This design comes from an exercise in tuning for small area on the open sky130 flow, not from production work.
Where RTL was checked, it was by simulation tests only, not by an equivalence proof against the original.
The flow treats the clock pin as an ideal source. Dropping or thinning the clock tree relies on that and would not hold on a real chip.
Power is estimated from default activity; no workload was simulated.

==> build 68 <==
Design FPAdder, start of the top module:
module FPAdder(
  input             clk,
  input      [31:0] A_56,
  input      [31:0] B_56,
  output reg [31:0] sum_56
);
==> module FPAdder, before the edit <==
module FPAdder(
  input             clk,
  input      [31:0] A_56,
  input      [31:0] B_56,
  output reg [31:0] sum_56
);
  wire        sA = A_56[31];
  wire        sB = B_56[31];
  wire  [7:0] eA = A_56[30:23];
  wire  [7:0] eB = B_56[30:23];
  wire [22:0] mA = A_56[22:0];
  wire [22:0] mB = B_56[22:0];
  wire  [8:0] dsum   = {1'b0, eA} + {1'b0, ~eB};
  wire        larger = dsum[8];
  wire  [7:0] amt    = dsum[7:0] ^ {8{~larger}};
  wire [22:0] ms1    = larger ? {1'b0, mB[22:1]} : mA;
  wire [22:0] sh     = (|amt[7:5]) ? 23'd0 : (ms1 >> amt[4:0]);
  wire [22:0] ml     = larger ? mA : mB;
  wire  [7:0] el     = larger ? eA : eB;
  wire        sL     = larger ? sA : sB;
  wire        op     = sA ^ sB;
  wire        eqe    = eA == eB;
  wire        byp    = (A_56 == 32'd0) | (B_56 == 32'd0);
  wire        sg     = byp ? (sA | sB) : (op ? sL : sA);
  wire        f      = ~byp & op & eqe;
  wire [22:0] mlx    = ml ^ {23{op}};
  reg  [22:0] r1_ml, r1_sh;
  reg   [7:0] r1_e;
  reg         r1_sg, r1_f, r1_op, r1_byp;
  always @(posedge clk) begin
    r1_ml  <= mlx;
    r1_sh  <= sh;
    r1_e   <= el;
    r1_sg  <= sg;
    r1_f   <= f;
    r1_op  <= op;
    r1_byp <= byp;
  end
  wire [22:0] p  = r1_ml ^ r1_sh;
  wire [22:0] g  = r1_ml & r1_sh;
  wire [22:0] G, P;              
  genvar i;
  generate
    for (i = 0; i < 23; i = i + 1) begin : pfx
      if (i == 0) begin : b0
        assign G[0] = g[0];
        assign P[0] = p[0];
      end else begin : bi
        assign G[i] = g[i] | (p[i] & G[i-1]);
        assign P[i] = p[i] & P[i-1];
      end
    end
  endgenerate
  wire        c   = G[22];
  wire        cin = r1_op & c;
  wire [22:0] cy  = {G[21:0] | (P[21:0] & {22{cin}}), cin};
  wire [22:0] z   = p ^ cy;
  wire        inv = r1_op & ~c;
  wire [23:0] t   = {~r1_op & c, z ^ {23{inv}}};
  wire        gt   = ~c & ~P[22];
  wire        lt   = c;
  wire        sign = r1_f ? (r1_sg ? gt : lt) : r1_sg;
  reg  [23:0] r2_t;
  reg   [7:0] r2_e;
  reg         r2_sign, r2_byp;
  always @(posedge clk) begin
    r2_t    <= t;
    r2_e    <= r1_e;
    r2_sign <= sign;
    r2_byp  <= r1_byp;
  end
  wire        keep = r2_byp | (~r2_t[23] & r2_t[22]);
  wire        dec  = ~keep & ~r2_t[23];
  wire        inc  = ~keep & r2_t[23];
  wire  [7:0] eo   = r2_e + {{7{dec}}, inc | dec};
  reg  [22:0] mo;
  always @(*) begin
    if (keep)
      mo = r2_t[22:0];
    else if (r2_t[23])
      mo = r2_t[23:1];
    else
      mo = {r2_t[21:0], 1'b0};
  end
  wire [31:0] res = {r2_sign, eo, mo};
  reg [31:0] r3, r4;
  always @(posedge clk) begin
    r3     <= res;
    r4     <= r3;
    sum_56 <= r4;
  end
endmodule
clock: 4.0 ns
lec_check: 0
cap_margin: 20
core_margin: 2
core_utilization: 40
gpl_timing_driven: 0
place_density: 0.8
slew_margin: 20
standard.sh (not shown) runs the stock make flow with config.mk's settings and CLKGATE_MAP_FILE= SYNTH_SCRIPT=/design/flow/synth_recipe.tcl, a recipe that flattens the netlist after the stock synthesis.
==> flow/flow/run.sh <==
#!/bin/bash
# Layout flow: the standard ORFS flow (standard.sh) with these changes:
#  - synthesis maps the logic with the ABC script flow/abc.script; the rest of
#    synthesis (register mapping, flattening, renaming) is the standard
#    synthesis script, unchanged;
#  - the port buffers are plain buf_1 cells;
#  - clock tree synthesis uses clkbuf_8 cells and no dummy loads, and its leaf
#    level is then rebuilt as six clkbuf_16 buffers, each driving an equal,
#    compact group of registers (flow/merge_cts.tcl); the root buffer drives
#    the six, so every register sees the same two buffers.
# Each tool's output goes to the ORFS logs under orfs/logs/; make's own output
# to flow_make*.log and the clock tree step's to clock_leaves.log, here.
set -euo pipefail
here=$(pwd)
results=$here/orfs/results/sky130hd/FPAdder/base
# ORFS's synth.tcl with only the ABC script replaced
sed 's|^source \$::env(SCRIPTS_DIR)/synth_preamble.tcl$|&\nset abc_args [lreplace $abc_args 1 1 '"$here"'/flow/abc.script]|' \
  "$FLOW_HOME/scripts/synth.tcl" > "$here/synth_area.tcl"
grep -q "flow/abc.script" "$here/synth_area.tcl"
# The standard flow's synthesis script, sourcing the copy above
sed 's|source \$::env(SCRIPTS_DIR)/synth.tcl|source '"$here"'/synth_area.tcl|' \
  synth_recipe.tcl > "$here/synth_recipe_area.tcl"
grep -q "synth_area.tcl" "$here/synth_recipe_area.tcl"
args=("SYNTH_SCRIPT=$here/synth_recipe_area.tcl"
  "BUFFER_PORTS_ARGS=-buffer_cell sky130_fd_sc_hd__buf_1"
  "CTS_ARGS=-sink_clustering_enable -repair_clock_nets -dont_use_dummy_load -buf_list sky130_fd_sc_hd__clkbuf_8")
bash standard.sh "${args[@]}" cts > flow_make_cts.log 2>&1
cat > "$here/clock_leaves.tcl" <<EOT
source $here/flow/merge_cts.tcl
read_db $results/4_cts.odb
merge_clock_leaves 2 3 sky130_fd_sc_hd__clkbuf_16 sky130_fd_sc_hd__clkbuf_8
detailed_placement
check_placement -verbose
write_db $results/4_cts.odb
EOT
openroad -no_init -exit "$here/clock_leaves.tcl" > clock_leaves.log 2>&1
bash standard.sh "${args[@]}" finish > flow_make.log 2>&1
==> flow/flow/abc.script <==
&get -n
&st
&dch
&nf -R 100
&st
&syn2
&if -g -K 6
&synch2
&nf -R 100
&st
&syn2
&if -g -K 6
&synch2
&nf -R 100
&st
&syn2
&if -g -K 6
&synch2
&nf -R 100
&st
&syn2
&if -g -K 6
&synch2
&nf -R 100
&st
&syn2
&if -g -K 6
&synch2
&nf -R 100
&put
buffer -c
topo
stime -c
upsize -c
dnsize -c
==> flow/flow/merge_cts.tcl <==
# Replace the clock tree's leaf level: the registers are split into nx * ny
# groups of equal size by position (nx parts in x, each in ny parts in y), and
# each group is driven by one leaf buffer (leafmaster) at its centre; the root
# buffer drives these. Leaf buffers left without registers are removed.
proc inst_center {inst} {
  set b [$inst getBBox]
  return [list [expr {([$b xMin] + [$b xMax]) / 2}] [expr {([$b yMin] + [$b yMax]) / 2}]]
}
proc merge_clock_leaves {nx ny leafmaster rootmaster} {
  set db [ord::get_db]
  set block [ord::get_db_block]
  set big [$db findMaster $leafmaster]
  set root ""
  foreach inst [$block getInsts] {
    if {[string match "clkbuf_0_*" [$inst getName]]} { set root $inst }
  }
  if {$root == ""} { error "no root clock buffer" }
  $root swapMaster [$db findMaster $rootmaster]
  set rootnet [[$root findITerm X] getNet]
  set leaves {}
  set sinks {}
  foreach it [$rootnet getITerms] {
    set inst [$it getInst]
    if {$inst == $root} continue
    if {![string match "*clkbuf*" [[$inst getMaster] getName]]} { error "root drives [$inst getName]" }
    lappend leaves $inst
    foreach st [[[$inst findITerm X] getNet] getITerms] {
      if {[$st getInst] == $inst} continue
      if {[$st getIoType] != "INPUT"} continue
      set c [inst_center [$st getInst]]
      lappend sinks [list [lindex $c 0] [lindex $c 1] $st]
    }
  }
  set ng [expr {$nx * $ny}]
  if {[llength $leaves] < $ng} { error "only [llength $leaves] leaf buffers" }
  # nx * ny groups of equal size: split by x into nx parts, each by y into ny
  set sx [lsort -integer -index 0 $sinks]
  set n [llength $sx]
  set groups {}
  for {set i 0} {$i < $nx} {incr i} {
    set part [lrange $sx [expr {$i * $n / $nx}] [expr {($i + 1) * $n / $nx - 1}]]
    set sy [lsort -integer -index 1 $part]
    set m [llength $sy]
    for {set j 0} {$j < $ny} {incr j} {
      lappend groups [lrange $sy [expr {$j * $m / $ny}] [expr {($j + 1) * $m / $ny - 1}]]
    }
  }
  set keep [lrange $leaves 0 [expr {$ng - 1}]]
  foreach l $keep g $groups {
    set knet [[$l findITerm X] getNet]
    set ax 0; set ay 0
    foreach s $g {
      set it [lindex $s 2]
      $it disconnect
      $it connect $knet
      incr ax [lindex $s 0]; incr ay [lindex $s 1]
    }
    set n [llength $g]
    $l swapMaster $big
    $l setLocation [expr {$ax / $n}] [expr {$ay / $n}]
    $l setPlacementStatus PLACED
    puts "clock leaf [$l getName]: $n registers"
  }
  foreach l [lrange $leaves $ng end] {
    set net [[$l findITerm X] getNet]
    foreach it [$net getITerms] {
      if {[$it getInst] != $l} { error "leaf [$l getName] still drives [[$it getInst] getName]" }
    }
    [$l findITerm A] disconnect
    [$l findITerm X] disconnect
    odb::dbInst_destroy $l
    odb::dbNet_destroy $net
  }
}
==> build 29: changes against build 68 <==
--- a/flow/design.v
+++ b/flow/design.v
@@ -25,3 +25,2 @@
   wire        f      = ~byp & op & eqe;
-  wire [22:0] mlx    = ml ^ {23{op}};
   reg  [22:0] r1_ml, r1_sh;
@@ -30,3 +29,3 @@
   always @(posedge clk) begin
-    r1_ml  <= mlx;
+    r1_ml  <= ml;
     r1_sh  <= sh;
@@ -38,4 +37,5 @@
   end
-  wire [22:0] p  = r1_ml ^ r1_sh;
-  wire [22:0] g  = r1_ml & r1_sh;
+  wire [22:0] b  = r1_sh ^ {23{r1_op}};
+  wire [22:0] p  = r1_ml ^ b;
+  wire [22:0] g  = r1_ml & b;
   wire [22:0] G, P;              
@@ -59,4 +59,4 @@
   wire [23:0] t   = {~r1_op & c, z ^ {23{inv}}};
-  wire        gt   = ~c & ~P[22];
-  wire        lt   = c;
+  wire        gt   = c;
+  wire        lt   = ~c & ~P[22];
   wire        sign = r1_f ? (r1_sg ? gt : lt) : r1_sg;
@@ -72,15 +72,11 @@
   wire        keep = r2_byp | (~r2_t[23] & r2_t[22]);
-  wire        dec  = ~keep & ~r2_t[23];
-  wire        inc  = ~keep & r2_t[23];
-  wire  [7:0] eo   = r2_e + {{7{dec}}, inc | dec};
-  reg  [22:0] mo;
+  reg  [31:0] res;
   always @(*) begin
     if (keep)
-      mo = r2_t[22:0];
+      res = {r2_sign, r2_e, r2_t[22:0]};
     else if (r2_t[23])
-      mo = r2_t[23:1];
+      res = {r2_sign, r2_e + 8'd1, r2_t[23:1]};
     else
-      mo = {r2_t[21:0], 1'b0};
+      res = {r2_sign, r2_e - 8'd1, r2_t[21:0], 1'b0};
   end
-  wire [31:0] res = {r2_sign, eo, mo};
   reg [31:0] r3, r4;
==> flow/run.sh (new file) <==
#!/bin/bash
# synth_recipe.tcl (not shown) runs the flow's synth.tcl, then flattens the netlist and writes it again
# the make line also repeats each setting of config.mk as NAME=value (left out here)
make -C /OpenROAD-flow-scripts/flow DESIGN_CONFIG=/design/flow/config.mk WORK_HOME=/design/flow/orfs CLKGATE_MAP_FILE= SYNTH_SCRIPT=/design/flow/synth_recipe.tcl finish
- CTS_BUF_LIST: not set -> sky130_fd_sc_hd__clkbuf_8
- CTS_CLUSTER_DIAMETER: not set -> 100
- CTS_CLUSTER_SIZE: not set -> 40
- GPL_TIMING_DRIVEN: 0 -> not set
- PLACE_DENSITY: 0.8 -> not set
removed: flow/flow/run.sh
removed: flow/flow/abc.script
removed: flow/flow/merge_cts.tcl
removed: flow/standard.sh
==> run notes <==
status -> finished clean
Compound-Gate Fraction of Synth Area -> 0.130
relative slew slack -> 0.350
cells on worst reg2reg path -> 12
Final #Nets -> 1100
The numbers above come from build 29.

==> run notes <==
DP Area -> 8930 µm²
GR met2 Demand/Resource -> 0.275
Compound-Gate Fraction of Synth Area -> 0.134
relative slew slack -> 0.382
cells on worst reg2reg path -> 16
Final period util -> 0.937
Final #Nets -> 1075
status -> finished clean
Hold Crit Start -> r1_e[2]
The numbers above come from build 68.

Only the layout flow was run in build 29; the RTL was not checked for function there.


==> quartz: inputs <==
==> flow/design.v <==
module FPAdder(
  input             clk,
  input      [31:0] A_56,
  input      [31:0] B_56,
  output reg [31:0] sum_56
);
  wire        sA = A_56[31];
  wire        sB = B_56[31];
  wire  [7:0] eA = A_56[30:23];
  wire  [7:0] eB = B_56[30:23];
  wire [22:0] mA = A_56[22:0];
  wire [22:0] mB = B_56[22:0];
  wire  [8:0] dsum   = {1'b0, eA} + {1'b0, ~eB};
  wire        larger = dsum[8];
  wire  [7:0] amt    = dsum[7:0] ^ {8{~larger}};
  wire [22:0] ms1    = larger ? {1'b0, mB[22:1]} : mA;
  wire [22:0] sh     = (|amt[7:5]) ? 23'd0 : (ms1 >> amt[4:0]);
  wire [22:0] ml     = larger ? mA : mB;
  wire  [7:0] el     = larger ? eA : eB;
  wire        sL     = larger ? sA : sB;
  wire        op     = sA ^ sB;
  wire        eqe    = eA == eB;
  wire        byp    = (A_56 == 32'd0) | (B_56 == 32'd0);
  wire        sg     = byp ? (sA | sB) : (op ? sL : sA);
  wire        f      = ~byp & op & eqe;
  wire [22:0] mlx    = ml ^ {23{op}};
  reg  [22:0] r1_ml, r1_sh;
  reg   [7:0] r1_e;
  reg         r1_sg, r1_f, r1_op, r1_byp;
  always @(posedge clk) begin
    r1_ml  <= mlx;
    r1_sh  <= sh;
    r1_e   <= el;
    r1_sg  <= sg;
    r1_f   <= f;
    r1_op  <= op;
    r1_byp <= byp;
  end
  wire [22:0] p  = r1_ml ^ r1_sh;
  wire [22:0] g  = r1_ml & r1_sh;
  wire [22:0] G, P;              
  genvar i;
  generate
    for (i = 0; i < 23; i = i + 1) begin : pfx
      if (i == 0) begin : b0
        assign G[0] = g[0];
        assign P[0] = p[0];
      end else begin : bi
        assign G[i] = g[i] | (p[i] & G[i-1]);
        assign P[i] = p[i] & P[i-1];
      end
    end
  endgenerate
  wire        c   = G[22];
  wire        cin = r1_op & c;
  wire [22:0] cy  = {G[21:0] | (P[21:0] & {22{cin}}), cin};
  wire [22:0] z   = p ^ cy;
  wire        inv = r1_op & ~c;
  wire [23:0] t   = {~r1_op & c, z ^ {23{inv}}};
  wire        gt   = ~c & ~P[22];
  wire        lt   = c;
  wire        sign = r1_f ? (r1_sg ? gt : lt) : r1_sg;
  reg  [23:0] r2_t;
  reg   [7:0] r2_e;
  reg         r2_sign, r2_byp;
  always @(posedge clk) begin
    r2_t    <= t;
    r2_e    <= r1_e;
    r2_sign <= sign;
    r2_byp  <= r1_byp;
  end
  wire        keep = r2_byp | (~r2_t[23] & r2_t[22]);
  wire        dec  = ~keep & ~r2_t[23];
  wire        inc  = ~keep & r2_t[23];
  wire  [7:0] eo   = r2_e + {{7{dec}}, inc | dec};
  reg  [22:0] mo;
  always @(*) begin
    if (keep)
      mo = r2_t[22:0];
    else if (r2_t[23])
      mo = r2_t[23:1];
    else
      mo = {r2_t[21:0], 1'b0};
  end
  wire [31:0] res = {r2_sign, eo, mo};
  reg [31:0] r3, r4;
  always @(posedge clk) begin
    r3     <= res;
    r4     <= r3;
    sum_56 <= r4;
  end
endmodule
==> flow/flow/run.sh <==
#!/bin/bash
# Layout flow: the standard ORFS flow (standard.sh) with two changes:
#  - synthesis maps the logic with the ABC script flow/abc.script; the rest of
#    synthesis (register mapping, flattening, renaming) is the standard
#    synthesis script, unchanged;
#  - the port buffers are plain buf_1 cells.
# Each tool's output goes to the ORFS logs under orfs/logs/; make's own output
# to flow_make.log here.
set -euo pipefail
here=$(pwd)
# ORFS's synth.tcl with only the ABC script replaced
sed 's|^source \$::env(SCRIPTS_DIR)/synth_preamble.tcl$|&\nset abc_args [lreplace $abc_args 1 1 '"$here"'/flow/abc.script]|' \
  "$FLOW_HOME/scripts/synth.tcl" > "$here/synth_area.tcl"
grep -q "flow/abc.script" "$here/synth_area.tcl"
# The standard flow's synthesis script, sourcing the copy above
sed 's|source \$::env(SCRIPTS_DIR)/synth.tcl|source '"$here"'/synth_area.tcl|' \
  synth_recipe.tcl > "$here/synth_recipe_area.tcl"
grep -q "synth_area.tcl" "$here/synth_recipe_area.tcl"
bash standard.sh "SYNTH_SCRIPT=$here/synth_recipe_area.tcl" \
  "BUFFER_PORTS_ARGS=-buffer_cell sky130_fd_sc_hd__buf_1" \
  "CTS_ARGS=-sink_clustering_enable -repair_clock_nets -dont_use_dummy_load -sink_clustering_size 30 -sink_clustering_max_diameter 100 -buf_list sky130_fd_sc_hd__clkbuf_8" finish > flow_make.log 2>&1
==> flow/flow/abc.script <==
&get -n
&st
&dch
&nf -R 100
&st
&syn2
&if -g -K 6
&synch2
&nf -R 100
&st
&syn2
&if -g -K 6
&synch2
&nf -R 100
&st
&syn2
&if -g -K 6
&synch2
&nf -R 100
&st
&syn2
&if -g -K 6
&synch2
&nf -R 100
&st
&syn2
&if -g -K 6
&synch2
&nf -R 100
&put
buffer -c
topo
stime -c
upsize -c
dnsize -c
==> flow/standard.sh <==
#!/bin/bash
# synth_recipe.tcl (not shown) runs the flow's synth.tcl, then flattens the netlist and writes it again
# the make line also repeats each setting of config.mk as NAME=value (left out here)
make -C /OpenROAD-flow-scripts/flow DESIGN_CONFIG=/design/flow/config.mk WORK_HOME=/design/flow/orfs CLKGATE_MAP_FILE= SYNTH_SCRIPT=/design/flow/synth_recipe.tcl "${@:-finish}"
==> flow/config.mk <==
export PLATFORM = sky130hd
export DESIGN_NAME = FPAdder
export DESIGN_NICKNAME = FPAdder
export VERILOG_FILES = /design/flow/design.v
export SDC_FILE = /design/flow/constraint.sdc
export NUM_CORES = 4
export LEC_CHECK = 0
export CAP_MARGIN = 20
export CORE_MARGIN = 2
export CORE_UTILIZATION = 40
export CTS_BUF_LIST = sky130_fd_sc_hd__clkbuf_8
export CTS_CLUSTER_DIAMETER = 100
export CTS_CLUSTER_SIZE = 40
export GPL_TIMING_DRIVEN = 0
export SLEW_MARGIN = 20
==> flow/constraint.sdc <==
create_clock -name core_clock -period 4.0 [get_ports {clk}]
set_input_delay 0.8000 -clock core_clock [delete_from_list [all_inputs] [get_ports {clk}]]
set_output_delay 0.8000 -clock core_clock [all_outputs]
set_load 0.01 [all_outputs]
==> inputs of raven, as changes to quartz <==
==> flow/design.v (replaced) <==
module FPAdder(
  input             clk,
  input      [31:0] A_56,
  input      [31:0] B_56,
  output reg [31:0] sum_56
);
  wire        sA = A_56[31];
  wire        sB = B_56[31];
  wire  [7:0] eA = A_56[30:23];
  wire  [7:0] eB = B_56[30:23];
  wire [22:0] mA = A_56[22:0];
  wire [22:0] mB = B_56[22:0];
  wire        larger = eA > eB;
  wire  [7:0] ediff  = larger ? eA - eB : eB - eA;
  wire [22:0] ml     = larger ? mA : mB;
  wire [22:0] ms     = larger ? mB : mA;
  wire  [7:0] el     = larger ? eA : eB;
  wire        sL     = larger ? sA : sB;
  wire [22:0] sh     = ms >> ediff;
  wire        gt     = ml > sh;
  wire        lt     = sh > ml;
  wire        same   = sA == sB;
  wire [23:0] t      = same ? ml + sh : (gt ? ml - sh : sh - ml);
  wire        sign   = same ? sA : ((eA != eB) ? sL : (sL ? gt : lt));
  wire        zA     = A_56 == 32'b0;
  wire        zB     = B_56 == 32'b0;
  wire        byp    = zA | zB;
  wire        keep = ~t[23] & t[22];
  reg  [31:0] nrm;
  always @(*) begin
    if (keep)
      nrm = {sign, el, t[22:0]};
    else if (t[23])
      nrm = {sign, el + 8'd1, t[23:1]};
    else
      nrm = {sign, el - 8'd1, t[21:0], 1'b0};
  end
  wire [31:0] res = zA ? B_56 : (zB ? A_56 : nrm);
  reg [31:0] r1, r2, r3, r4;
  always @(posedge clk) begin
    r1     <= res;
    r2     <= r1;
    r3     <= r2;
    r4     <= r3;
    sum_56 <= r4;
  end
endmodule
==> flow/run.sh (new file) <==
#!/bin/bash
# synth_recipe.tcl (not shown) runs the flow's synth.tcl, then flattens the netlist and writes it again
# the make line also repeats each setting of config.mk as NAME=value (left out here)
make -C /OpenROAD-flow-scripts/flow DESIGN_CONFIG=/design/flow/config.mk WORK_HOME=/design/flow/orfs CLKGATE_MAP_FILE= SYNTH_SCRIPT=/design/flow/synth_recipe.tcl finish
Settings changed: CTS_BUF_LIST sky130_fd_sc_hd__clkbuf_8 to default, CTS_CLUSTER_DIAMETER 100 to default, CTS_CLUSTER_SIZE 40 to default, GPL_TIMING_DRIVEN 0 to default.
removed: flow/flow/run.sh
removed: flow/flow/abc.script
removed: flow/standard.sh
==> inputs of juniper, as changes to quartz <==
--- a/flow/design.v
+++ b/flow/design.v
@@ -23,12 +23,11 @@
   wire        byp    = (A_56 == 32'd0) | (B_56 == 32'd0);
   wire        sg     = byp ? (sA | sB) : (op ? sL : sA);
   wire        f      = ~byp & op & eqe;
-  wire [22:0] mlx    = ml ^ {23{op}};
   reg  [22:0] r1_ml, r1_sh;
   reg   [7:0] r1_e;
   reg         r1_sg, r1_f, r1_op, r1_byp;
   always @(posedge clk) begin
-    r1_ml  <= mlx;
+    r1_ml  <= ml;
     r1_sh  <= sh;
     r1_e   <= el;
     r1_sg  <= sg;
@@ -36,8 +35,9 @@
     r1_op  <= op;
     r1_byp <= byp;
   end
-  wire [22:0] p  = r1_ml ^ r1_sh;
-  wire [22:0] g  = r1_ml & r1_sh;
+  wire [22:0] b  = r1_sh ^ {23{r1_op}};
+  wire [22:0] p  = r1_ml ^ b;
+  wire [22:0] g  = r1_ml & b;
   wire [22:0] G, P;              
   genvar i;
   generate
@@ -57,8 +57,8 @@
   wire [22:0] z   = p ^ cy;
   wire        inv = r1_op & ~c;
   wire [23:0] t   = {~r1_op & c, z ^ {23{inv}}};
-  wire        gt   = ~c & ~P[22];
-  wire        lt   = c;
+  wire        gt   = c;
+  wire        lt   = ~c & ~P[22];
   wire        sign = r1_f ? (r1_sg ? gt : lt) : r1_sg;
   reg  [23:0] r2_t;
   reg   [7:0] r2_e;
@@ -70,19 +70,15 @@
     r2_byp  <= r1_byp;
   end
   wire        keep = r2_byp | (~r2_t[23] & r2_t[22]);
-  wire        dec  = ~keep & ~r2_t[23];
-  wire        inc  = ~keep & r2_t[23];
-  wire  [7:0] eo   = r2_e + {{7{dec}}, inc | dec};
-  reg  [22:0] mo;
+  reg  [31:0] res;
   always @(*) begin
     if (keep)
-      mo = r2_t[22:0];
+      res = {r2_sign, r2_e, r2_t[22:0]};
     else if (r2_t[23])
-      mo = r2_t[23:1];
+      res = {r2_sign, r2_e + 8'd1, r2_t[23:1]};
     else
-      mo = {r2_t[21:0], 1'b0};
+      res = {r2_sign, r2_e - 8'd1, r2_t[21:0], 1'b0};
   end
-  wire [31:0] res = {r2_sign, eo, mo};
   reg [31:0] r3, r4;
   always @(posedge clk) begin
     r3     <= res;
==> flow/flow/run.sh (replaced) <==
#!/bin/bash
# Standard ORFS layout, with plain buf_1 cells as the port buffers.
set -euo pipefail
bash standard.sh "BUFFER_PORTS_ARGS=-buffer_cell sky130_fd_sc_hd__buf_1" RECOVER_POWER=100 finish > flow_make.log 2>&1
Settings changed: GPL_TIMING_DRIVEN 0 to default.
removed: flow/flow/abc.script
==> inputs of cedar, as changes to quartz <==
Settings changed: CORE_UTILIZATION 40 to 50, CTS_BUF_LIST sky130_fd_sc_hd__clkbuf_8 to default, CTS_CLUSTER_DIAMETER 100 to default, CTS_CLUSTER_SIZE 40 to default, PLACE_DENSITY from default to 0.75.
==> qor summary <==
	juniper	cedar	quartz	raven
Status	finished with violations	timing/DRC/antenna clean	timing/DRC/antenna clean	finished with violations
Reasons for failing layout checks	max-capacitance violations, max-slew violations	-	-	negative setup slack
Proportion of synthesized chip area in sequential cells	43.49%	45.72%	45.72%	28.53%
Chip width	151.1 um	132.3 um	147.5 um	171.5 um
Vias per inst	5.187	5.237	4.908	5.752
Area of the die	22830 um^2	17510 um^2	21740 um^2	29420 um^2
Crit path DAT	4.09 ns	4.14 ns	4.09 ns	7.71 ns
Part of the power in registers	44.6%	51.8%	51.7%	25.2%
Nets@finish	1069	1084	1084	2179
Initial DRC Count	403	433	239	1720
Simple-gate area share of the yosys netlist	12.19%	14.46%	14.46%	18.77%
Clk pin slew, worst setup/hold paths	0.10 ns	0.09 ns	0.09 ns	0.05 ns
Clock tree cell share of total cell area	4.208%	2.558%	2.532%	3.458%
Num CTS Buffers	17	17	17	25
Clock-net power	0.00125 W	0.000886 W	0.000894 W	0.00171 W
Internal power	0.004071 W	0.003632 W	0.003636 W	0.006477 W
Largest incremental delay on the critical path	0.57 ns	0.51 ns	0.54 ns	0.49 ns
Only the layout flow was run in raven and juniper; the RTL was not checked for function there.

-- what the ideal ports hide --
In the flow no input, the clock included, has a driving cell. The finished layouts below were timed again as built, in two steps.
Step 1: set_driving_cell puts a clkbuf_16 on clk and a buf_2 on each other input, an assumption about the parent block.
Step 2 moves the port delays by t, midway between the first and last clock arrival at a register: inputs arrive t later, outputs are due t later. That takes back most of the time a late clock gives input paths.
Three values: no drivers, after step 1, after step 2; two values: the first two.
| run | t (ns) | setup slack, ns | cell pins on the clock port's net |
|---|---|---|---|
| build 68 | 0.441 | 0.253 / 0.263 / -0.178 | 1 |
| build 29 | 0.478 | 0.386 / 0.390 / -0.088 | 1 |
| quartz | 0.468 | 0.249 / 0.267 / -0.201 | 1 |
| raven | 0.479 | -3.393 / -3.408 / -3.888 | 1 |
| juniper | 0.494 | 0.324 / 0.328 / -0.167 | 1 |
| cedar | 0.472 | 0.149 / 0.156 / -0.316 | 1 |
For raven, which loses most, drivers alone change the setup slack by -0.015 ns; drivers and shift together by -0.495 ns.
